From an optimization exercise on the open Yosys and OpenROAD flow, aimed at small area, a short achievable clock period and few clock cycles per item; shortcuts taken in it are not production practice.
RTL that was checked went through simulation tests only; none was proved equivalent to the original.
No functional check of the RTL was part of run 4.

==> flow/design.v (outline; a module is shown in full before it is edited, if it fits) <==
// module knn_sqrt_pipeline: 59 lines
// module knn_distance: 1825 lines
// module k_nn: 154 lines
module k_nn #(
    parameter NUMBER_ELEMENTS = 6,
    parameter DATA_WIDTH = 32,
    parameter CLASS_WIDTH = 8,
    parameter NS = 5
)(
    input  wire                     clk,
    input  wire                     rst,  
    output reg                      m_axis_tvalid,
    input  wire                     m_axis_tready,
    output wire [DATA_WIDTH-1:0]    m_axis_tdata,
    output reg                      m_axis_tlast,
    input  wire                     s_axis_tvalid,
    output wire                     s_axis_tready,
    input  wire [DATA_WIDTH-1:0]    s_axis_tdata,
    input  wire                     s_axis_tlast,
    output wire [DATA_WIDTH-1:0]    distance_result
);
  // ...
==> flow/flow/run.sh <==
#!/bin/bash
# Standard ORFS layout (the standard.sh, unchanged synthesis), with the
# resizer's setup repair aimed below the 9 ns clock: repair_timing keeps
# working until setup slack reaches SETUP_SLACK_MARGIN.
set -euo pipefail
bash standard.sh SETUP_SLACK_MARGIN=${MARGIN:-5.9} finish > standard.log 2>&1
==> flow/standard.sh <==
#!/bin/bash
# synth_recipe.tcl (not shown) runs the flow's synth.tcl, then flattens the netlist and writes it again
# the make line also repeats each setting of config.mk as NAME=value (left out here)
make -C /OpenROAD-flow-scripts/flow DESIGN_CONFIG=/design/flow/config.mk WORK_HOME=/design/flow/orfs CLKGATE_MAP_FILE= SYNTH_SCRIPT=/design/flow/synth_recipe.tcl "${@:-finish}"
==> flow/config.mk <==
export PLATFORM = sky130hd
export DESIGN_NAME = k_nn
export DESIGN_NICKNAME = k_nn
export VERILOG_FILES = /design/flow/design.v
export SDC_FILE = /design/flow/constraint.sdc
export NUM_CORES = 4
export LEC_CHECK = 0
export ABC_CLOCK_PERIOD_IN_PS = 1900
export CAP_MARGIN = 20
export CORE_MARGIN = 2
export CORE_UTILIZATION = 40
export CTS_CLUSTER_DIAMETER = 120
export CTS_CLUSTER_SIZE = 26
export SLEW_MARGIN = 20
==> flow/constraint.sdc <==
create_clock -name core_clock -period 9.0 [get_ports {clk}]
set_input_delay 1.8000 -clock core_clock [delete_from_list [all_inputs] [get_ports {clk}]]
set_output_delay 1.8000 -clock core_clock [all_outputs]
set_load 0.01 [all_outputs]
==> impl_metrics.csv, run 1 <==
group,metric,value,unit
status,status,"finished clean",
synth,synth_top_family_by_area,"adder cells",
synth,async_flop_share,0,%
setup_path,slowest_delay,0.34,ns
floorplanning,die_width,326,um
floorplanning,core-area,103000,um^2
sta,fin_tns_setup,0,ns
layout,area_growth,10.4,%
synth,syn_inst,3583,
synth,synth_area,41500,um^2
clocking,clockBufferDepth,3,
layout,drive_gt1_share,9.14,%
layout,nClkBuffers,57,
sta,finalCritPeriodShare,34.5,%
worst_hold_path,hp-start,"sqrt_calc.step[8].reg_s.sr[6]",
worst_hold_path,min_path_type,"reg2reg",
sta,fin_crit,3.11,ns
worst_hold_path,min_path_cells,0,
grt,antenna_found_initial,0,
grt,grt_use_met3,2.00,%
setup_path,path_buf_inv,7,
sta,slew_headroom,29.7,%
clocking,cts_resized,211,
grt,grt_pass1_vias,24956,
route,wl_met2,38500,um
route,drtIter0Drc,1312,
route,top_layer,"met4",
place,place_inst,4953,
sta,worst_pin_slew,1.05,ns
synth,yosys_warnings,4,
worst_hold_path,holdPathEnd,"sqrt_calc.step[9].reg_s.sr[6]",
layout,seq_cells,960,
route,vias,24773,
setup_path,path_class,"reg2reg",
setup_path,worstPathMaxFanout,2,
layout,mostFrequentLayoutCell,"dfxtp_1",
Testbench counts, summed over its fixed seeds: cycles 7,832, queries 1,280.
==> inputs of run 2 (changes only) <==
==> flow/flow/run.sh (replaced) <==
#!/bin/bash
# Standard ORFS layout (the standard.sh, unchanged synthesis), with the
# resizer's setup repair aimed below the 9 ns clock: repair_timing keeps
# working until setup slack reaches SETUP_SLACK_MARGIN.
set -euo pipefail
bash standard.sh SETUP_SLACK_MARGIN=${MARGIN:-6.15} finish > standard.log 2>&1
==> run 2 against run 1 <==
Against the previous run: still clean on timing, DRC and antenna; fmax is 0.51% higher; register-to-register slack better by 0.04 ns; utilization is 1.7 points higher; clock skew is 0.0039 ns higher; global-route usage is 0.71 points higher; critical endpoint is now distance_result[7].
==> impl_metrics.csv, run 2 <==
group,metric,value,unit
status,status,"finished clean",
place,placed_cell_area,43800,um^2
synth,yosys_register_bits,960,
grt,antenna_found_initial,0,
grt,grt_max_degree,51,
layout,n_fill_cell,9324,
synth,synth_area,41500,um^2
sta,finalCritPeriodShare,34.3,%
setup_path,cp_cell_sequence,"buf_6",
sta,rsz0062_at_grt,"true",
synth,synth_xor_area_share,3.60,%
layout,area_growth,14.5,%
synth,synth_compound_area_share,10.0,%
route,drtIter0Drc,1442,
place,gp_congestion,0.822,
synth,ys.flop_type,"dfxtp_1",
synth,synthTopCellsByArea,"dfxtp_1, edfxtp_1, fa_1, ha_1, and2_1",
floorplanning,fp.dieH,326,um
route,vias_per_cell,4.92,
clocking,cts.sinks,960,
layout,finish.instance_area,47500,um^2
setup_path,slowest_stage,"edfxtp_1",
sta,worst_pin_slew,0.883,ns
place,portBuffers,73,
sta,setup_viol,0,
setup_path,slowest_delay,0.49,ns
grt,grt_pass1_vias,25671,
route,drt_first_pass_iters,5,
clocking,htreeDepth,2,
sta,hold_viol,0,
layout,regArea,21500,um^2
setup_path,rrSetupSlack,5.93,ns
sta,fin_crit,3.09,ns
sta,whs,0.316,ns
grt,grt_util_all_layers,15.6,%
layout,mostFrequentLayoutCell,"dfxtp_1",
layout,layout_common_cells,"dfxtp_1, nand2_1, inv_1, ha_1, edfxtp_1",
synth,synthMostInstantiatedCell,"dfxtp_1",
sta,slew_headroom,40.5,%
synth,syn_area_per_cell,11.6,um^2
sta,fin_tns_setup,0,ns
setup_path,end_kind,"output port",
flow_run,drv_cap,0,
synth,synth_edf_count,214,
setup_path,reg2reg_from,"iss[1]",
floorplanning,initial_core_util,40.2,%
clocking,cts-root-buf,"clkbuf_16",
grt,grt_pass1_wl,135000,um
synth,synth_top_cell_by_area,"dfxtp_1",
setup_path,cp_data_required_time,7.20,ns
worst_hold_path,min_path_type,"reg2reg",
sta,fmax,324,MHz
synth,yosys-mux-area-fraction,1.62,%
setup_path,path_class,"reg2out",
layout,multiInputGateArea,19400,um^2
synth,async_flop_share,0,%
grt,grt_overflow,0,
floorplanning,die_area,106000,um^2
floorplanning,ioPinCount,104,
layout,largest_reg_flops,188,
layout,top_register,"sqrt_calc.step.reg_s.sr",
synth,synthTopCellsByCount,"dfxtp_1, nand2_1, inv_1, ha_1, fa_1",
clocking,clkTransAtPathRegs,0.10,ns
place,hpwl,55700,um
route,drtAntennaViolNets,0,
synth,synthAdderAreaFrac,18.8,%
layout,num_antenna_cells,0,
clocking,cts_tree,"yes",
floorplanning,num_rows,118,
synth,synth_top_family_by_area,"adder cells",
setup_path,critPathTopFamily,"flip-flops",
route,wirelength,84600,um
floorplanning,die_width,326,um
route,detail_route.wl_per_cell,16.3,um
layout,fin_nets,4327,
setup_path,path_buf_inv,1,
layout,top_regs,"sqrt_calc.step.reg_s.sr x188, slot x160, sqrt_calc.step.reg_s.qr x144",
synth,ys_seq_area_share,51.5,%
sta,finalClockSkew,0.0518,ns
synth,synth-simple-area-share,10.3,%
clocking,numCtsBuffers,43,
clocking,clkLatencyLatePin,0.64,ns
synth,yosys.area.top_type_share,36.0,%
worst_hold_path,hp-start,"sqrt_calc.step[8].reg_s.sr[6]",
sta,finalMaxSlewViolations,0,
setup_path,start_kind,"flop",
route,vias,25569,
clocking,cts-hold-fix-buffers,0,
route,drc_errors,0,
synth,syn_inst,3583,
setup_path,worst_ep_arrival_time,1.29,ns
synth,synth_cell_type_count,79,
clocking,clockBufferDepth,3,
synth,yosys_warnings,4,
setup_path,startpoint,"nd[7]",
floorplanning,core-area,103000,um^2
layout,drive_gt1_share,14.5,%
setup_path,worstPathMaxFanout,2,
[run 2: cell count changes in the layout (fill, tap and decap cells not counted), moves of 11 or more]
cell,delta
buf_6,+37
and2_4,+11
buf_4,+66
and2_1,-11
a21oi_1,-12
ha_1,-11
[run 2: path summary, 6_finish.rpt]
check,to,depth (start not counted)
setup reg to reg,dist_calc.ay[14],15
setup / recovery,distance_result[7],1
hold reg to reg,sqrt_calc.step[9].reg_s.sr[6],0
hold / removal,sqrt_calc.step[9].reg_s.sr[6],0
[run 2: logic make-up (layout without fill, tap and decap cells)]
group / count (synthesis) / count (layout)
fa+ha+maj: 490 / 490
compound gates: 619 / 621
xor+xnor: 169 / 169
mux: 59 / 59
other cells: 1 / 29
flops: 960 / 960
simple gates: 863 / 864
buf+inv: 422 / 623
[run 2: layer usage]
metal	global-route usage [%]	vias to the layer above	share of wire (%)
li1	-	12491	-
met4	4.68	0	3.0
met1	20.6	12460	45
met2	26.8	480	48
met3	1.97	138	4.1
met5	0	-	0
[run 2: metrics by stage]
step,std cells,utilization (%),setup WS (ns)
after global placement,4956,42.5,4.75
after global routing,5195,46.0,5.72
after floorplan,3611,-,5.44
final,5195,46.0,5.91
after detailed placement,4956,42.5,4.75
after CTS,5147,45.2,5.89
[run 2: cell type report]
class	instances	area share, %
Timing Repair inverter	1	0.0184
Clock buffer	57	2.47
Inverter	288	2.35
Clock inverter	3	0.190
Tap cell	1380	3.63
Multi-Input combinational cell	2232	40.9
Timing Repair Buffer	274	5.28
Sequential cell	960	45.2
[run 2: what timing repair did]
item	4_1_cts	5_1_grt
gates cloned	7	1
pin swaps	50	82
resized for setup	341	126
setup buffers	124	46
setup endpoints to repair	199	160
==> module k_nn, before the edit <==
module k_nn #(
    parameter NUMBER_ELEMENTS = 6,
    parameter DATA_WIDTH = 32,
    parameter CLASS_WIDTH = 8,
    parameter NS = 5
)(
    input  wire                     clk,
    input  wire                     rst,  
    output reg                      m_axis_tvalid,
    input  wire                     m_axis_tready,
    output wire [DATA_WIDTH-1:0]    m_axis_tdata,
    output reg                      m_axis_tlast,
    input  wire                     s_axis_tvalid,
    output wire                     s_axis_tready,
    input  wire [DATA_WIDTH-1:0]    s_axis_tdata,
    input  wire                     s_axis_tlast,
    output wire [DATA_WIDTH-1:0]    distance_result
);
    function [NS-1:0] rot (input [NS-1:0] p);
        rot = {p[NS-2:0], p[NS-1]};
    endfunction
    wire        p_v;
    wire [16:0] p_d;
    reg  [16:0] m_d;
    reg  [5:0]  ko;           
    wire        out_free = !m_axis_tvalid || m_axis_tready;
    wire        commit   = p_v && out_free;
    wire        flush    = p_v && !out_free;
    always @(posedge clk) begin
        if (!rst)
            m_axis_tvalid <= 1'b0;
        else if (out_free)
            m_axis_tvalid <= p_v;
    end
    always @(posedge clk) begin
        if (commit) begin
            m_d          <= p_d;
            m_axis_tlast <= ko[5];
        end
    end
    assign m_axis_tdata = {{(DATA_WIDTH-17){1'b0}}, m_d};
    reg  [31:0] slot [0:NS-1];
    reg  [NS-1:0] wr, com, iss;
    reg  [2:0]  ia, used;
    reg  [5:0]  ik;
    reg         s_rdy;
    reg  [31:0] cur;
    integer c;
    always @(*) begin
        cur = 32'd0;
        for (c = 0; c < NS; c = c + 1)
            cur = cur | ({32{iss[c]}} & slot[c]);
    end
    wire        accept   = s_axis_tvalid && s_rdy;
    wire        can_iss  = ia < used;
    wire        issue    = can_iss && !flush;
    wire        q_done   = commit && ko[5];
    reg  [NS-1:0] iss_n;
    reg  [2:0]  ia_n, used_n;
    reg  [5:0]  ik_n;
    always @(*) begin
        iss_n  = iss;
        ia_n   = ia;
        ik_n   = ik;
        if (flush) begin
            iss_n = com;
            ia_n  = 3'd0;
            ik_n  = ko;
        end else begin
            if (issue) begin
                if (ik[5]) begin
                    iss_n = rot(iss);
                    ia_n  = ia + 3'd1;
                    ik_n  = 6'b000001;
                end else begin
                    ik_n  = {ik[4:0], 1'b0};
                end
            end
            if (q_done)
                ia_n = ia_n - 3'd1;
        end
        used_n = used + {2'b00, accept} - {2'b00, q_done};
    end
    always @(posedge clk) begin
        if (!rst) begin
            wr    <= {{(NS-1){1'b0}}, 1'b1};
            com   <= {{(NS-1){1'b0}}, 1'b1};
            iss   <= {{(NS-1){1'b0}}, 1'b1};
            ia    <= 3'd0;
            used  <= 3'd0;
            ik    <= 6'b000001;
            ko    <= 6'b000001;
            s_rdy <= 1'b0;
        end else begin
            if (accept)
                wr <= rot(wr);
            if (q_done)
                com <= rot(com);
            if (commit)
                ko <= {ko[4:0], ko[5]};
            iss   <= iss_n;
            ia    <= ia_n;
            ik    <= ik_n;
            used  <= used_n;
            s_rdy <= q_done || (accept ? (used < NS-1) : (used < NS));
        end
    end
    assign s_axis_tready = s_rdy;
    integer i;
    always @(posedge clk) begin
        for (i = 0; i < NS; i = i + 1)
            if (s_rdy && wr[i])
                slot[i] <= s_axis_tdata;
    end
    wire        sq_v;
    wire [32:0] sum_sq;
    knn_distance dist_calc (
        .clk(clk), .rst(rst), .flush(flush),
        .vin(issue), .k(ik), .qx(cur[15:0]), .qy(cur[31:16]),
        .vout(sq_v), .sum_sq(sum_sq)
    );
    knn_sqrt_pipeline sqrt_calc (
        .clk(clk), .rst(rst), .flush(flush),
        .vin(sq_v), .data_in(sum_sq),
        .vout(p_v), .data_out(p_d)
    );
    reg  [16:0] nd, sd;
    reg  [1:0]  cnt;
    wire        lt_n = p_d < nd;
    wire        lt_s = p_d < sd;
    always @(posedge clk) begin
        if (commit) begin
            if (ko[0]) begin
                nd  <= p_d;
                sd  <= 17'h1ffff;
                cnt <= 2'd0;
            end else if (ko[1] || ko[2]) begin
                if (lt_n) begin
                    nd <= p_d;
                    sd <= nd;
                end else if (lt_s) begin
                    sd <= p_d;
                end
            end else begin
                if (lt_n)
                    nd <= p_d;
                if (lt_s)
                    cnt <= cnt + 2'd1;
            end
        end
    end
    assign distance_result = {{(CLASS_WIDTH-1){1'b0}}, cnt[1],
                              {(DATA_WIDTH-CLASS_WIDTH-17){1'b0}}, nd};
endmodule
==> inputs of run 3 (changes only) <==
--- a/flow/design.v
+++ b/flow/design.v
@@ -1886,7 +1886,7 @@
     parameter NUMBER_ELEMENTS = 6,
     parameter DATA_WIDTH = 32,
     parameter CLASS_WIDTH = 8,
-    parameter NS = 5
+    parameter NS = 4
 )(
     input  wire                     clk,
     input  wire                     rst,  
==> flow/flow/run.sh (replaced) <==
#!/bin/bash
# Standard ORFS layout (the standard.sh, unchanged synthesis), with the
# resizer's setup repair aimed below the 9 ns clock: repair_timing keeps
# working until setup slack reaches SETUP_SLACK_MARGIN.
set -euo pipefail
bash standard.sh SETUP_SLACK_MARGIN=${MARGIN:-5.75} finish > standard.log 2>&1
==> run 3 against run 2 <==
Against the previous run: die area fell by 1.5%; highest routed layer unchanged; register-to-register slack got worse by 0.03 ns.
==> impl_metrics.csv, run 3 <==
group,metric,value,unit
place,portBuffers,73,
synth,synthAdderAreaFrac,19.1,%
sta,fin_crit,3.18,ns
worst_hold_path,hp-start,"sqrt_calc.step[1].reg_s.sr[22]",
grt,grt_pass1_wl,126000,um
worst_hold_path,min_path_cells,0,
route,drt_first_pass_iters,5,
layout,drive_gt1_share,7.78,%
place,gp_congestion,0.831,
floorplanning,initial_core_util,40.2,%
place,hpwl,56400,um
sta,setup_viol,0,
clocking,htreeDepth,2,
clocking,cts.sinks,925,
layout,n_fill_cell,9556,
route,detail_route.wl_per_cell,15.7,um
sta,fin_ws,5.82,ns
setup_path,r2r_end,"dist_calc.ax[16]",
clocking,cts-root-buf,"clkbuf_16",
layout,regArea,20400,um^2
setup_path,rrSetupSlack,5.90,ns
clocking,clockBufferDepth,3,
status,status,"finished clean",
synth,synth_compound_area_share,9.65,%
grt,grt_pass1_vias,24125,
synth,synthMostInstantiatedCell,"dfxtp_1",
sta,finalMaxSlewViolations,0,
setup_path,cp_data_required_time,9.52,ns
worst_hold_path,min_path_type,"reg2reg",
clocking,numCtsBuffers,41,
setup_path,start_kind,"input pin",
clocking,clkTransAtPathRegs,0.11,ns
grt,antenna_found_initial,1,
synth,synth_edf_count,182,
route,drtAntennaViolNets,0,
route,drc_errors,0,
synth,synthTopCellsByArea,"dfxtp_1, edfxtp_1, fa_1, ha_1, and2_1",
synth,ys.flop_type,"dfxtp_1",
synth,yosys.area.top_type_share,36.4,%
layout,area_growth,9.23,%
floorplanning,num_rows,117,
floorplanning,die_width,324,um
synth,async_flop_share,0,%
setup_path,r2r_cells,13,
floorplanning,die_area,105000,um^2
layout,top_regs,"sqrt_calc.step.reg_s.sr x188, sqrt_calc.step.reg_s.qr x144, sqrt_calc.step.reg_s.rr x140",
synth,synth_top_cell_by_area,"dfxtp_1",
setup_path,slowest_stage,"clkdlybuf4s50_1",
layout,fin_nets,4125,
route,wirelength,78000,um
sta,finalCritPeriodShare,35.4,%
synth,synthTopCellsByCount,"dfxtp_1, inv_1, ha_1, nand2_1, fa_1",
sta,finalClockSkew,0.0373,ns
route,vias_per_cell,4.85,
flow_run,drv_cap,0,
synth,synth_xor_area_share,3.56,%
synth,ys_seq_area_share,49.8,%
synth,yosys_warnings,4,
setup_path,path_buf_inv,3,
sta,rsz0062_at_grt,"true",
layout,num_antenna_cells,0,
sta,worst_pin_slew,0.922,ns
setup_path,critPathTopFamily,"adder cells",
sta,hold_viol,0,
floorplanning,ioPinCount,104,
clocking,cts_tree,"yes",
layout,mostFrequentLayoutCell,"dfxtp_1",
synth,synth_area,40900,um^2
setup_path,path_class,"in2reg",
synth,yosys-mux-area-fraction,3.19,%
worst_hold_path,holdPathEnd,"sqrt_calc.step[3].reg_s.sr[22]",
setup_path,end_kind,"flop",
clocking,clkLatencyLatePin,0.61,ns
setup_path,slowest_delay,0.59,ns
sta,fmax,314,MHz
sta,fin_tns_setup,0,ns
grt,grt_max_degree,48,
route,vias,24162,
floorplanning,core-area,102000,um^2
layout,layout_common_cells,"dfxtp_1, inv_1, ha_1, nand2_1, fa_1",
route,drtIter0Drc,1222,
setup_path,worstPathMaxFanout,6,
synth,syn_inst,3533,
synth,synth_cell_type_count,98,
setup_path,cp_cell_sequence,"clkdlybuf4s50_1, nand2_1, ha_4, inv_2, ha_4, inv_2, fa_2, xnor2_1, and2_1",
layout,largest_reg_flops,188,
setup_path,worst_ep_arrival_time,3.70,ns
setup_path,reg2reg_from,"iss[1]",
synth,synth-simple-area-share,10.5,%
synth,syn_area_per_cell,11.6,um^2
place,pre_cts_slack,4.81,ns
grt,grt_overflow,0,
synth,yosys_register_bits,925,
grt,grt_util_all_layers,15.0,%
synth,synth_top_family_by_area,"adder cells",
layout,top_register,"sqrt_calc.step.reg_s.sr",
floorplanning,fp.dieH,324,um
sta,slew_headroom,38.2,%
layout,multiInputGateArea,19200,um^2
[run 3: per-stage QoR]
stage	hold WS (ns)	area, um^2	util [%]	cells
final	0.322	44600	43.9	4981
after detailed placement	0.312	43100	42.4	4903
after global placement	0.310	43100	42.4	4903
after CTS	0.316	44400	43.7	4972
after global routing	0.321	44600	43.9	4981
after floorplan	0.310	41100	-	3561
[run 3: worst reg2reg max path, stage by stage (launching register included)]
cell and delay, ns:
dfxtp_4 0.40, buf_12 0.17, a22o_1 0.23, a221oi_2 0.27
ha_2 0.27, inv_1 0.05, fa_1 0.39, a21o_1 0.18
a21oi_2 0.15, o21ai_1 0.11, a211oi_2 0.26, o31ai_2 0.12
a31o_2 0.25, nor3_1 0.16
[run 3: layer usage]
metal	wire, um	part of all wire, %	global-route usage, %	vias to the layer above
li1	-	-	-	12032
met1	34900	45	19.2	11694
met2	38700	50	26.9	320
met3	2350	3.0	1.57	116
met4	2060	2.6	4.47	0
met5	0	0	0	-
[run 3: cells by family (layout without fill, tap and decap cells)]
group / count (synthesis) / in the layout
buffers and inverters: 414 / 466
AO/OA/AOI/OAI: 572 / 572
XOR/XNOR: 166 / 166
other: 1 / 29
multiplexers: 117 / 117
flip-flops: 925 / 925
AND/OR/NAND/NOR: 849 / 849
adder cells (fa/ha/maj): 489 / 489
[run 3: what timing repair did]
action	4_1_cts	5_1_grt
buffers inserted	11	9
resized for setup	79	41
endpoints found under the setup margin	83	29
pin swaps	0	11
gates cloned	1	0
hold buffers	0	0
[run 3: final cells by class]
class                   instances  share of cell area (%)
repair inverters                1                  0.0196
clock inverters                 4                   0.107
well taps                    1368                    3.83
flip-flops and latches        925                    45.6
repair buffers                118                    2.37
inverters                     290                    2.50
clock buffers                  53                    2.45
multi-input cells            2222                    43.1
[run 3: how the worst max path moves through the flow]
stage,start,endpoint,slack (ns),cells past startpoint
after floorplan,m_axis_tready,used[2],5.45,13
after global placement,m_axis_tready,used[2],4.82,13
after detailed placement,m_axis_tready,used[2],4.81,13
after CTS,m_axis_tready,nd[1],5.73,5
after global routing,sqrt_calc.step[1].reg_s.qr[0],sqrt_calc.step[3].reg_s.rr[2],5.68,13
final,s_axis_tvalid,used[2],5.82,9
Testbench counts of run 3, summed over its fixed seeds: cycles 7,832, queries 1,280.
==> module knn_sqrt_pipeline, before the edit <==
module knn_sqrt_pipeline #(
    parameter [16:0] CUT = 17'b11111111111101010
)(
    input  wire        clk,
    input  wire        rst,       
    input  wire        flush,     
    input  wire        vin,
    input  wire [32:0] data_in,
    output wire        vout,
    output wire [16:0] data_out
);
    wire [35:0] rem_w [0:17];
    wire [35:0] quo_w [0:17];
    wire [35:0] rad_w [0:17];
    wire        v_w   [0:17];
    assign rem_w[0] = 36'd0;
    assign quo_w[0] = 36'd0;          
    assign rad_w[0] = {3'b000, data_in};
    assign v_w[0]   = vin;
    genvar j;
    generate
        for (j = 0; j < 17; j = j + 1) begin : step
            wire [j+2:0] r2 = {rem_w[j][j:0], rad_w[j][33-2*j:32-2*j]};
            localparam [35:0] QMASK = (36'd1 << j) - 36'd1;    
            wire [j:0]   qp = ~quo_w[j][j:0] & QMASK[j:0];
            wire [j+2:0] d  = {qp, 2'b01};
            wire [j+3:0] t  = {1'b0, r2} - {1'b0, d};
            wire         ok = !t[j+3];
            wire [j+1:0] rn = ok ? t[j+1:0] : r2[j+1:0];
            wire [j:0]   qn = {quo_w[j][j:0], !ok};
            if (CUT[j]) begin : reg_s
                reg [j+1:0]      rr;
                reg [j:0]        qr;
                reg [35:0]       sr;
                reg              vr;
                always @(posedge clk) begin
                    if (!rst) vr <= 1'b0;
                    else vr <= v_w[j] & !flush;
                end
                always @(posedge clk) begin
                    rr <= rn;
                    qr <= qn;
                    sr <= rad_w[j];
                end
                assign rem_w[j+1] = rr;
                assign quo_w[j+1] = qr;
                assign rad_w[j+1] = sr;
                assign v_w[j+1]   = vr;
            end else begin : wire_s
                assign rem_w[j+1] = rn;
                assign quo_w[j+1] = qn;
                assign rad_w[j+1] = rad_w[j];
                assign v_w[j+1]   = v_w[j];
            end
        end
    endgenerate
    assign data_out = ~quo_w[17][16:0];
    assign vout     = v_w[17];
endmodule
==> inputs of run 4 (changes only) <==
--- a/flow/design.v
+++ b/flow/design.v
@@ -1,5 +1,5 @@
 module knn_sqrt_pipeline #(
-    parameter [16:0] CUT = 17'b11111111111101010
+    parameter [16:0] CUT = 17'b11111111110101010
 )(
     input  wire        clk,
     input  wire        rst,       
==> flow/flow/run.sh (replaced) <==
#!/bin/bash
# Standard ORFS layout (the standard.sh, unchanged synthesis), with the
# resizer's setup repair aimed below the 9 ns clock: repair_timing keeps
# working until setup slack reaches SETUP_SLACK_MARGIN.
set -euo pipefail
bash standard.sh SETUP_SLACK_MARGIN=${MARGIN:-5.9} finish > standard.log 2>&1
==> run 4 against run 3 <==
Against the previous run: still clean; die area fell by 2.4%; sequential share of layout area fell by 1.3 points; cell count fell by 0.98%; first-iteration DRC count fell by 16%; clock-buffer cell count fell by 1; critical path depth rose by 5; critical endpoint is now sqrt_calc.step[7].reg_s.rr[8].
==> impl_metrics.csv, run 4 <==
group,metric,value,unit
setup_path,slowest_delay,0.38,ns
route,vias,24009,
grt,antenna_found_initial,1,
floorplanning,ioPinCount,104,
route,drtAntennaViolNets,0,
sta,rsz0062_at_grt,"true",
layout,drive_gt1_share,11.5,%
floorplanning,fp.dieH,320,um
clocking,clkLatencyLatePin,0.62,ns
layout,largest_reg_flops,168,
setup_path,worstPathMaxFanout,5,
synth,yosys.area.top_type_share,35.5,%
place,hpwl,55300,um
place,gp_congestion,0.844,
worst_hold_path,min_path_type,"reg2reg",
synth,synth_cell_type_count,79,
route,drt_first_pass_iters,5,
grt,grt_overflow,0,
layout,instances_no_fill,4932,
layout,layout_common_cells,"dfxtp_1, inv_1, ha_1, fa_1, and2_1",
place,portBuffers,73,
setup_path,cp_cell_sequence,"ha_4, o211ai_1, a21o_1, nand2_2, o21a_1, nand2b_4, buf_6, mux2_4, ha_4, nor2b_4, a311o_1, and2_4, o31a_1, o221a_2",
synth,ys_seq_area_share,49.2,%
clocking,cts_tree,"yes",
synth,yosys_register_bits,889,
synth,synthTopCellsByCount,"dfxtp_1, inv_1, ha_1, fa_1, and2_1",
synth,ys.flop_type,"dfxtp_1",
setup_path,slowest_stage,"a311o_1",
sta,finalMaxSlewViolations,0,
floorplanning,num_rows,115,
sta,fin_crit,3.35,ns
clocking,clkTransAtPathRegs,0.10,ns
sta,worst_pin_slew,0.970,ns
layout,area_growth,11.5,%
grt,grt_util_all_layers,15.1,%
sta,slew_headroom,35.4,%
synth,synth_area,39900,um^2
synth,syn_inst,3504,
setup_path,start_kind,"flop",
sta,hold_viol,0,
layout,fin_nets,4155,
setup_path,end_kind,"flop",
sta,fin_tns_setup,0,ns
grt,top_usage_layer,"met2",
sta,fmax,298,MHz
status,status,"finished clean",
clocking,cts-root-buf,"clkbuf_16",
floorplanning,core-area,98600,um^2
route,drc_errors,0,
layout,top_register,"sqrt_calc.step.reg_s.sr",
grt,use_met1,19.7,%
synth,synthMostInstantiatedCell,"dfxtp_1",
layout,n_fill_cell,9034,
sta,setup_viol,0,
place,pre_cts_slack,4.86,ns
layout,fin_util,45.1,%
grt,grt_max_degree,47,
place,place_inst,4793,
synth,syn_area_per_cell,11.4,um^2
route,vias_per_cell,4.87,
setup_path,timing.critical_path.mode_cell,"ha_4",
route,detail_route.wl_per_cell,15.8,um
layout,top_regs,"sqrt_calc.step.reg_s.sr x168, sqrt_calc.step.reg_s.qr x137, sqrt_calc.step.reg_s.rr x132",
synth,yosys_warnings,4,
clocking,clockBufferDepth,3,
floorplanning,initial_core_util,40.5,%
route,drtIter0Drc,1022,
grt,grt_pass1_wl,125000,um
layout,mostFrequentLayoutCell,"dfxtp_1",
clocking,htreeDepth,2,
synth,synthTopCellsByArea,"dfxtp_1, edfxtp_1, fa_1, ha_1, and2_1",
sta,fin_ws,5.65,ns
synth,synth_edf_count,182,
synth,async_flop_share,0,%
grt,grt_use_met3,1.91,%
floorplanning,die_area,102000,um^2
clocking,numCtsBuffers,40,
sta,finalClockSkew,0.0446,ns
clocking,cts.sinks,889,
sta,finalCritPeriodShare,37.2,%
synth,synth_top_cell_by_area,"dfxtp_1",
route,wirelength,78100,um
grt,grt_pass1_vias,23908,
flow_run,drv_cap,0,
setup_path,worst_ep_arrival_time,3.86,ns
grt,met2_usage,26.4,%
setup_path,path_class,"reg2reg",
setup_path,cp_data_required_time,9.51,ns
floorplanning,die_width,320,um
run 4: changes by cell type in the layout (fill, tap and decap cells not counted), moves of 13 or more:
cell	delta
buf_4	+49
buf_2	+18
nand2b_1	+16
nand2_1	-40
mux2_2	-17
mux2_1	-13
dlygate4sd2_1	-38
dfxtp_1	-53
and2_1	+17
dfxtp_4	+24
nor2_1	+27
run 4: critical path: cells and delay by family (launching register included):
kind | cells | cell delay (ns)
and+or+nand+nor | 4 | 0.60
DFF | 1 | 0.37
AOI/OAI and AO/OA | 6 | 1.37
adders and majority gates | 2 | 0.50
muxes | 1 | 0.31
buffers and inverters | 1 | 0.11
run 4: layout make-up:
| class | count | area, um^2 | share of cell area [%] |
|---|---|---|---|
| Timing Repair Buffer | 176 | 1470 | 3.31 |
| Inverter | 298 | 1160 | 2.60 |
| Tap cell | 1287 | 1610 | 3.62 |
| Clock buffer | 52 | 1050 | 2.35 |
| Antenna cell | 1 | 2.50 | 0.00563 |
| Clock inverter | 5 | 97.6 | 0.219 |
| Multi-Input combinational cell | 2223 | 19300 | 43.5 |
| Timing Repair inverter | 1 | 16.3 | 0.0366 |
| Sequential cell | 889 | 19700 | 44.4 |
run 4: timing repair:
item                       in CTS  in global routing
buffers inserted               45                 32
pin swaps                      33                 42
setup endpoints to repair     174                114
cloned                          2                  2
gates resized for setup       207                 93
hold buffers                    0                  0
run 4: final timing paths:
| path | start | slack (ns) | end | cells past startpoint |
|---|---|---|---|---|
| min reg2reg | sqrt_calc.step[1].reg_s.sr[13] | 0.32 | sqrt_calc.step[3].reg_s.sr[13] | 0 |
| max reg2reg | sqrt_calc.step[5].reg_s.qr[1] | 5.65 | sqrt_calc.step[7].reg_s.rr[8] | 14 |
| min | sqrt_calc.step[1].reg_s.sr[13] | 0.32 | sqrt_calc.step[3].reg_s.sr[13] | 0 |
| max | sqrt_calc.step[5].reg_s.qr[1] | 5.65 | sqrt_calc.step[7].reg_s.rr[8] | 14 |
run 4: metal layers:
| layer | share of wire (%) | wire length (um) |
|---|---|---|
| met5 | 0 | 0 |
| met4 | 2.2 | 1680 |
| met3 | 3.4 | 2680 |
| met2 | 49 | 38200 |
| met1 | 45 | 35500 |
run 4: metrics by stage:
stage,hold WS (ns),area (um^2)
2_1_floorplan,0.310,40300
3_3_place_gp,0.310,42200
3_5_place_dp,0.312,42200
4_1_cts,0.316,43900
5_1_grt,0.320,44500
6_report,0.316,44500
run 4: cell families (layout without fill, tap and decap cells):
group,after synthesis,in the layout,share of synthesized area (%)
buffers and inverters,421,532,4.32
adders and majority gates,489,489,19.6
AOI/OAI and AO/OA,561,561,9.49
DFF,889,889,49.2
other,1,30,0.00940
and+or+nand+nor,885,886,11.2
xor gates and xnor gates,170,170,3.73
muxes,88,88,2.48
==> inputs of run 5 (changes only) <==
--- a/flow/design.v
+++ b/flow/design.v
@@ -1,5 +1,5 @@
 module knn_sqrt_pipeline #(
-    parameter [16:0] CUT = 17'b11111111110101010
+    parameter [16:0] CUT = 17'b11111111111101010
 )(
     input  wire        clk,
     input  wire        rst,       
==> run 5 against run 4 <==
Against the previous run: fmax up 9.4%; cell count up 1.4%; hold slack better by 0.011 ns; via count up 0.85%; area after synthesis up 2.5%; register-to-register slack better by 0.32 ns; routed wire length up 1.2%; first-iteration DRC count up 24%; synthesized cell count up 0.83%; sequential share of layout area up 1.0 points; critical path type is now in2reg; highest routed layer unchanged.
==> impl_metrics.csv, run 5 <==
group,metric,value,unit
setup_path,start_kind,"input pin",
sta,fin_crit,3.06,ns
sta,rsz0062_at_grt,"true",
setup_path,end_kind,"flop",
flow_run,drv_cap,0,
clocking,numCtsBuffers,41,
layout,largest_reg_flops,188,
place,hpwl,56800,um
floorplanning,fp.dieH,324,um
layout,fin_util,44.3,%
clocking,htreeDepth,2,
route,drtIter0Drc,1270,
clocking,clockBufferDepth,3,
setup_path,cp_cell_sequence,"dlygate4sd2_1, nor2b_4, nand2b_4, clkinv_8, nand2_8, clkinv_8, ha_4, inv_2, ha_4, inv_2, fa_2, xnor2_1, and2_1",
grt,grt_max_degree,48,
floorplanning,die_area,105000,um^2
grt,grt_overflow,0,
synth,synth_area,40900,um^2
sta,setup_viol,0,
synth,synthMostInstantiatedCell,"dfxtp_1",
setup_path,slowest_stage,"fa_2",
synth,yosys_register_bits,925,
layout,fin_nets,4145,
synth,async_flop_share,0,%
sta,worst_pin_slew,0.906,ns
synth,syn_inst,3533,
grt,grt_pass1_vias,24426,
place,place_inst,4901,
sta,finalClockSkew,0.0354,ns
clocking,cts-root-buf,"clkbuf_16",
sta,hold_viol,0,
setup_path,cp_data_required_time,9.52,ns
setup_path,worstPathMaxFanout,8,
clocking,cts.sinks,925,
status,status,"finished clean",
synth,synthTopCellsByArea,"dfxtp_1, edfxtp_1, fa_1, ha_1, and2_1",
layout,n_fill_cell,9497,
layout,top_regs,"sqrt_calc.step.reg_s.sr x188, sqrt_calc.step.reg_s.qr x144, sqrt_calc.step.reg_s.rr x140",
route,vias,24212,
floorplanning,die_width,324,um
synth,yosys.area.top_type_share,36.4,%
floorplanning,core-area,102000,um^2
sta,finalMaxSlewViolations,0,
floorplanning,num_rows,117,
sta,fin_tns_setup,0,ns
synth,synth_cell_type_count,98,
synth,ys.flop_type,"dfxtp_1",
synth,synthTopCellsByCount,"dfxtp_1, inv_1, ha_1, nand2_1, fa_1",
layout,layout_common_cells,"dfxtp_1, inv_1, ha_1, nand2_1, fa_1",
layout,mostFrequentLayoutCell,"dfxtp_1",
place,portBuffers,73,
floorplanning,ioPinCount,104,
route,wirelength,79100,um
layout,area_growth,10.1,%
worst_hold_path,min_path_type,"reg2reg",
place,gp_congestion,0.835,
sta,slew_headroom,39.3,%
route,detail_route.wl_per_cell,15.8,um
synth,ys_seq_area_share,49.8,%
route,drtAntennaViolNets,0,
layout,regArea,20400,um^2
route,vias_per_cell,4.84,
layout,top_register,"sqrt_calc.step.reg_s.sr",
grt,grt_pass1_wl,128000,um
floorplanning,initial_core_util,40.2,%
sta,fin_ws,5.94,ns
setup_path,path_class,"in2reg",
layout,num_antenna_cells,0,
layout,multiInputGateArea,19400,um^2
layout,drive_gt1_share,9.93,%
clocking,cts_tree,"yes",
sta,fmax,327,MHz
route,drc_errors,0,
synth,syn_area_per_cell,11.6,um^2
layout,instances_no_fill,5003,
setup_path,slowest_delay,0.34,ns
synth,synth_top_cell_by_area,"dfxtp_1",
grt,antenna_found_initial,0,
grt,grt_util_all_layers,15.1,%
clocking,clkTransAtPathRegs,0.10,ns
clocking,clkLatencyLatePin,0.63,ns
synth,yosys_warnings,4,
sta,finalCritPeriodShare,34.0,%
clocking,cts-hold-fix-buffers,0,
synth,synth_edf_count,182,
route,drt_first_pass_iters,4,
place,pre_cts_slack,4.50,ns
setup_path,worst_ep_arrival_time,3.58,ns
[run 5: cell types whose count changed after synthesis, moves of 9 or more]
| cell | delta |
|---|---|
| dfxtp_1 | +36 |
| nand2_1 | +31 |
| nor2_1 | -31 |
| and2_1 | -18 |
| nand2b_1 | -18 |
| mux2_1 | +13 |
| a21oi_1 | -12 |
| mux2_2 | +11 |
| inv_1 | -9 |
[run 5: per-stage QoR]
| stage | instance area, um^2 | hold WS, ns |
|---|---|---|
| after global routing | 45000 | 0.333 |
| final | 45000 | 0.327 |
| after detailed placement | 43000 | 0.312 |
| after CTS | 44600 | 0.323 |
| after floorplan | 41100 | 0.310 |
| after global placement | 43000 | 0.311 |
[run 5: area by class of cell]
class / instances / area share (%)
Timing Repair Buffer: 138 / 2.63
Sequential cell: 925 / 45.4
Tap cell: 1368 / 3.81
Multi-Input combinational cell: 2222 / 43.1
Timing Repair inverter: 1 / 0.0195
Clock inverter: 4 / 0.117
Inverter: 290 / 2.48
Clock buffer: 55 / 2.45
[run 5: worst paths after layout]
kind	start	endpoint	slack, ns	depth (start not counted)
min	sqrt_calc.step[7].reg_s.sr[0]	sqrt_calc.step[8].reg_s.sr[0]	0.33	0
max	m_axis_tready	used[2]	5.94	13
min reg2reg	sqrt_calc.step[7].reg_s.sr[0]	sqrt_calc.step[8].reg_s.sr[0]	0.33	0
max reg2reg	nd[6]	sd[15]	5.97	12
[run 5: metal layers]
layer | vias up | share of wire (%) | GRT usage, %
met4 | 0 | 2.3 | 4.25
met2 | 356 | 49 | 27.1
met1 | 11681 | 44 | 19.3
met3 | 111 | 3.7 | 1.75
met5 | - | 0 | 0
li1 | 12064 | - | -
[run 5: logic make-up after synthesis]
logic type                 Yosys count  synth area share, %
AOI/OAI and AO/OA                  572                 9.65
xor gates and xnor gates           166                 3.56
adders and majority gates          489                 19.1
buffers and inverters              414                 4.22
DFF                                925                 49.8
muxes                              117                 3.19
other                                1              0.00918
and+or+nand+nor                    849                 10.5
[run 5: critical path: cells and delay by family]
kind | cells | cell delay, ns
buf+inv | 5 | 0.48
simple gates | 4 | 0.49
xor+xnor | 1 | 0.12
fa+ha+maj | 3 | 0.67
[run 5: what timing repair did]
action	in CTS	in global routing
gates cloned	1	2
pin swaps	13	35
resized for setup	196	79
setup buffers	28	12
setup endpoints to repair	119	75
Testbench counts of run 5, summed over its fixed seeds: cycles 7,832, queries 1,280.
==> inputs of run 6 (changes only) <==
--- a/flow/config.mk
+++ b/flow/config.mk
@@ -10,5 +10,5 @@
 export CORE_MARGIN = 2
 export CORE_UTILIZATION = 40
 export CTS_CLUSTER_DIAMETER = 120
-export CTS_CLUSTER_SIZE = 26
+export CTS_CLUSTER_SIZE = 29
 export SLEW_MARGIN = 20
==> run 6 against run 5 <==
Against the previous run: global-route usage about the same; register-to-register slack better by 0.04 ns; critical path type unchanged; critical endpoint unchanged; highest routed layer unchanged.
==> impl_metrics.csv, run 6 <==
group,metric,value,unit
status,status,"finished clean",
flow_run,drv_cap,0,
synth,synth_edf_count,182,
layout,mostFrequentLayoutCell,"dfxtp_1",
synth,ys_seq_area_share,49.8,%
grt,antenna_found_initial,0,
place,hpwl,56800,um
synth,async_flop_share,0,%
place,gp_congestion,0.835,
route,vias,24107,
layout,layout_common_cells,"dfxtp_1, inv_1, ha_1, nand2_1, fa_1",
synth,synthAdderAreaFrac,19.1,%
floorplanning,die_width,324,um
sta,fin_tns_setup,0,ns
layout,top_regs,"sqrt_calc.step.reg_s.sr x188, sqrt_calc.step.reg_s.qr x144, sqrt_calc.step.reg_s.rr x140",
grt,grt_util_all_layers,15.1,%
layout,fin_util,44.2,%
synth,synth_top_family_by_area,"adder cells",
route,detail_route.wl_per_cell,15.8,um
clocking,clkTransAtPathRegs,0.11,ns
synth,synthMostInstantiatedCell,"dfxtp_1",
layout,finish.instance_area,44900,um^2
sta,rsz0062_at_grt,"true",
synth,synth-simple-area-share,10.5,%
grt,grt_pass1_vias,24404,
setup_path,worst_ep_arrival_time,3.58,ns
worst_hold_path,min_path_cells,0,
sta,fmax,328,MHz
floorplanning,fp.dieH,324,um
clocking,cts_tree,"yes",
synth,syn_inst,3533,
synth,synth_area,40900,um^2
setup_path,path_class,"in2reg",
synth,yosys_warnings,4,
layout,largest_reg_flops,188,
layout,fin_nets,4139,
setup_path,slowest_stage,"fa_2",
route,drtAntennaViolNets,0,
setup_path,slowest_delay,0.34,ns
route,drt_first_pass_iters,5,
setup_path,path_buf_inv,5,
clocking,clockBufferDepth,3,
clocking,cts.sinks,925,
worst_hold_path,min_path_type,"reg2reg",
layout,top_register,"sqrt_calc.step.reg_s.sr",
setup_path,cp.depth,13,
place,portBuffers,73,
grt,grt_overflow,0,
synth,ys.flop_type,"dfxtp_1",
layout,instances_no_fill,4998,
floorplanning,core-area,102000,um^2
synth,synth_compound_area_share,9.65,%
layout,num_antenna_cells,0,
place,placed_cell_area,43000,um^2
route,drc_errors,0,
clocking,clkLatencyLatePin,0.63,ns
clocking,htreeDepth,2,
sta,hold_viol,0,
setup_path,cp_data_required_time,9.53,ns
route,vias_per_cell,4.82,
synth,synth_top_cell_by_area,"dfxtp_1",
synth,syn_area_per_cell,11.6,um^2
clocking,cts-hold-fix-buffers,0,
place,place_inst,4901,
synth,yosys_register_bits,925,
setup_path,r2r_cells,13,
place,pre_cts_slack,4.50,ns
route,drtIter0Drc,1282,
grt,grt_max_degree,48,
sta,finalMaxSlewViolations,0,
synth,yosys.area.top_type_share,36.4,%
setup_path,cp_cell_sequence,"dlygate4sd2_1, nor2b_4, nand2b_4, clkinv_8, nand2_8, clkinv_8, ha_4, inv_2, ha_4, inv_2, fa_2, xnor2_1, and2_1",
layout,drive_gt1_share,9.83,%
synth,synthTopCellsByCount,"dfxtp_1, inv_1, ha_1, nand2_1, fa_1",
route,wirelength,78800,um
sta,worst_pin_slew,0.910,ns
setup_path,critPathTopFamily,"adder cells",
layout,area_growth,9.77,%
clocking,cts-root-buf,"clkbuf_16",
grt,grt_pass1_wl,127000,um
sta,finalCritPeriodShare,33.9,%
setup_path,end_kind,"flop",
layout,n_fill_cell,9493,
setup_path,worstPathMaxFanout,8,
sta,fin_crit,3.05,ns
floorplanning,die_area,105000,um^2
floorplanning,initial_core_util,40.2,%
floorplanning,num_rows,117,
synth,synth_xor_area_share,3.56,%
floorplanning,ioPinCount,104,
synth,synthTopCellsByArea,"dfxtp_1, edfxtp_1, fa_1, ha_1, and2_1",
sta,slew_headroom,39.0,%
sta,setup_viol,0,
setup_path,start_kind,"input pin",
sta,finalClockSkew,0.0257,ns
synth,yosys-mux-area-fraction,3.19,%
clocking,numCtsBuffers,38,
synth,synth_cell_type_count,98,
sta,fin_ws,5.95,ns
==> run 6: through the flow <==
step,hold WS [ns]
final,0.328
after floorplan,0.310
after global placement,0.311
after global routing,0.334
after detailed placement,0.312
after CTS,0.329
==> run 6: kinds of logic (layout without fill, tap and decap cells) <==
| logic type | count (synthesis) | after routing |
|---|---|---|
| compound gates | 572 | 572 |
| xor+xnor | 166 | 166 |
| fa+ha+maj | 489 | 489 |
| buf+inv | 414 | 483 |
| flops | 925 | 925 |
| mux | 117 | 117 |
| other cells | 1 | 29 |
| simple gates | 849 | 849 |
==> run 6: final timing paths <==
kind / startpoint / to / slack (ns)
setup / recovery: m_axis_tready / used[2] / 5.95
hold / removal: sqrt_calc.step[6].reg_s.sr[9] / sqrt_calc.step[7].reg_s.sr[9] / 0.33
setup reg to reg: iss[0] / dist_calc.ax[14] / 6.01
hold reg to reg: sqrt_calc.step[6].reg_s.sr[9] / sqrt_calc.step[7].reg_s.sr[9] / 0.33
==> run 6: metal layers <==
| metal | vias to the layer above | track usage, % | wire [um] |
|---|---|---|---|
| met2 | 344 | 27.0 | 38700 |
| li1 | 12057 | - | - |
| met4 | 0 | 4.31 | 2010 |
| met1 | 11598 | 19.2 | 35300 |
| met5 | - | 0 | 0 |
| met3 | 108 | 1.84 | 2810 |
==> run 6: cell type report <==
cell class	count	area [um^2]	area share (%)
clock buffers	51	1000	2.23
flip-flops and latches	925	20400	45.5
multi-input cells	2222	19400	43.2
repair buffers	135	1120	2.49
well taps	1368	1710	3.82
repair inverters	1	8.76	0.0195
clock inverters	6	101	0.226
inverters	290	1120	2.49
==> run 6: worst register-to-register path: stages, from the launching register on <==
cell and delay [ns]:
dfxtp_4 0.37, buf_12 0.13, a22o_4 0.22, a221oi_4 0.25, ha_2 0.25, inv_2 0.04, fa_2 0.35, a21o_1 0.19
a21oi_2 0.17, o21ai_2 0.10, a211oi_2 0.29, o31ai_2 0.10, a31o_2 0.30, xnor2_1 0.12
==> run 6: timing repair <==
item	4_1_cts	5_1_grt
buffers inserted	28	9
pin swaps	12	35
gates cloned	1	2
setup endpoints to repair	121	78
resized for setup	192	82

==> afterwards: timing with drivers on the ports <==
No port has a modelled driver above. Below, the same layouts with a new extraction and two added sets of constraints.
Step 1 (the two cells are an assumption about what drives the block):
set clk [get_ports {clk}]
set_driving_cell -lib_cell sky130_fd_sc_hd__clkbuf_16 $clk
set_driving_cell -lib_cell sky130_fd_sc_hd__buf_2 [delete_from_list [all_inputs] $clk]
Step 2 adds t to the input delays and takes it off the output delays; t is the mean of the earliest and latest rising clock arrival at the registers after step 1. Input paths then give back, and output paths get back, about the clock's delay inside the block.
Slacks: ideal / step 1 / step 2; pairs: ideal / step 1.
run | t (ns) | slack for setup (ns) | hold slack, ns | clock arrival spread, ns | worst register clock-pin slew, ns
run 1 | 0.676 | 5.894 / 5.892 / 5.287 | 0.318 / 0.318 / 0.318 | 0.051 / 0.052 | 0.11 / 0.11
run 2 | 0.676 | 5.910 / 5.846 / 5.490 | 0.316 / 0.316 / 0.316 | 0.054 / 0.054 | 0.10 / 0.10
run 3 | 0.665 | 5.818 / 5.764 / 5.193 | 0.322 / 0.322 / 0.322 | 0.044 / 0.044 | 0.11 / 0.11
run 4 | 0.668 | 5.648 / 5.648 / 5.449 | 0.316 / 0.316 / 0.316 | 0.046 / 0.046 | 0.11 / 0.11
run 5 | 0.673 | 5.937 / 5.893 / 5.308 | 0.327 / 0.327 / 0.327 | 0.044 / 0.044 | 0.11 / 0.11
run 6 | 0.676 | 5.950 / 5.897 / 5.317 | 0.328 / 0.328 / 0.328 | 0.029 / 0.029 | 0.11 / 0.11
After both steps every run listed still meets setup and hold. The setup slack of run 6, which loses most, moves by -0.053 ns with the drivers and by -0.633 ns with both steps.
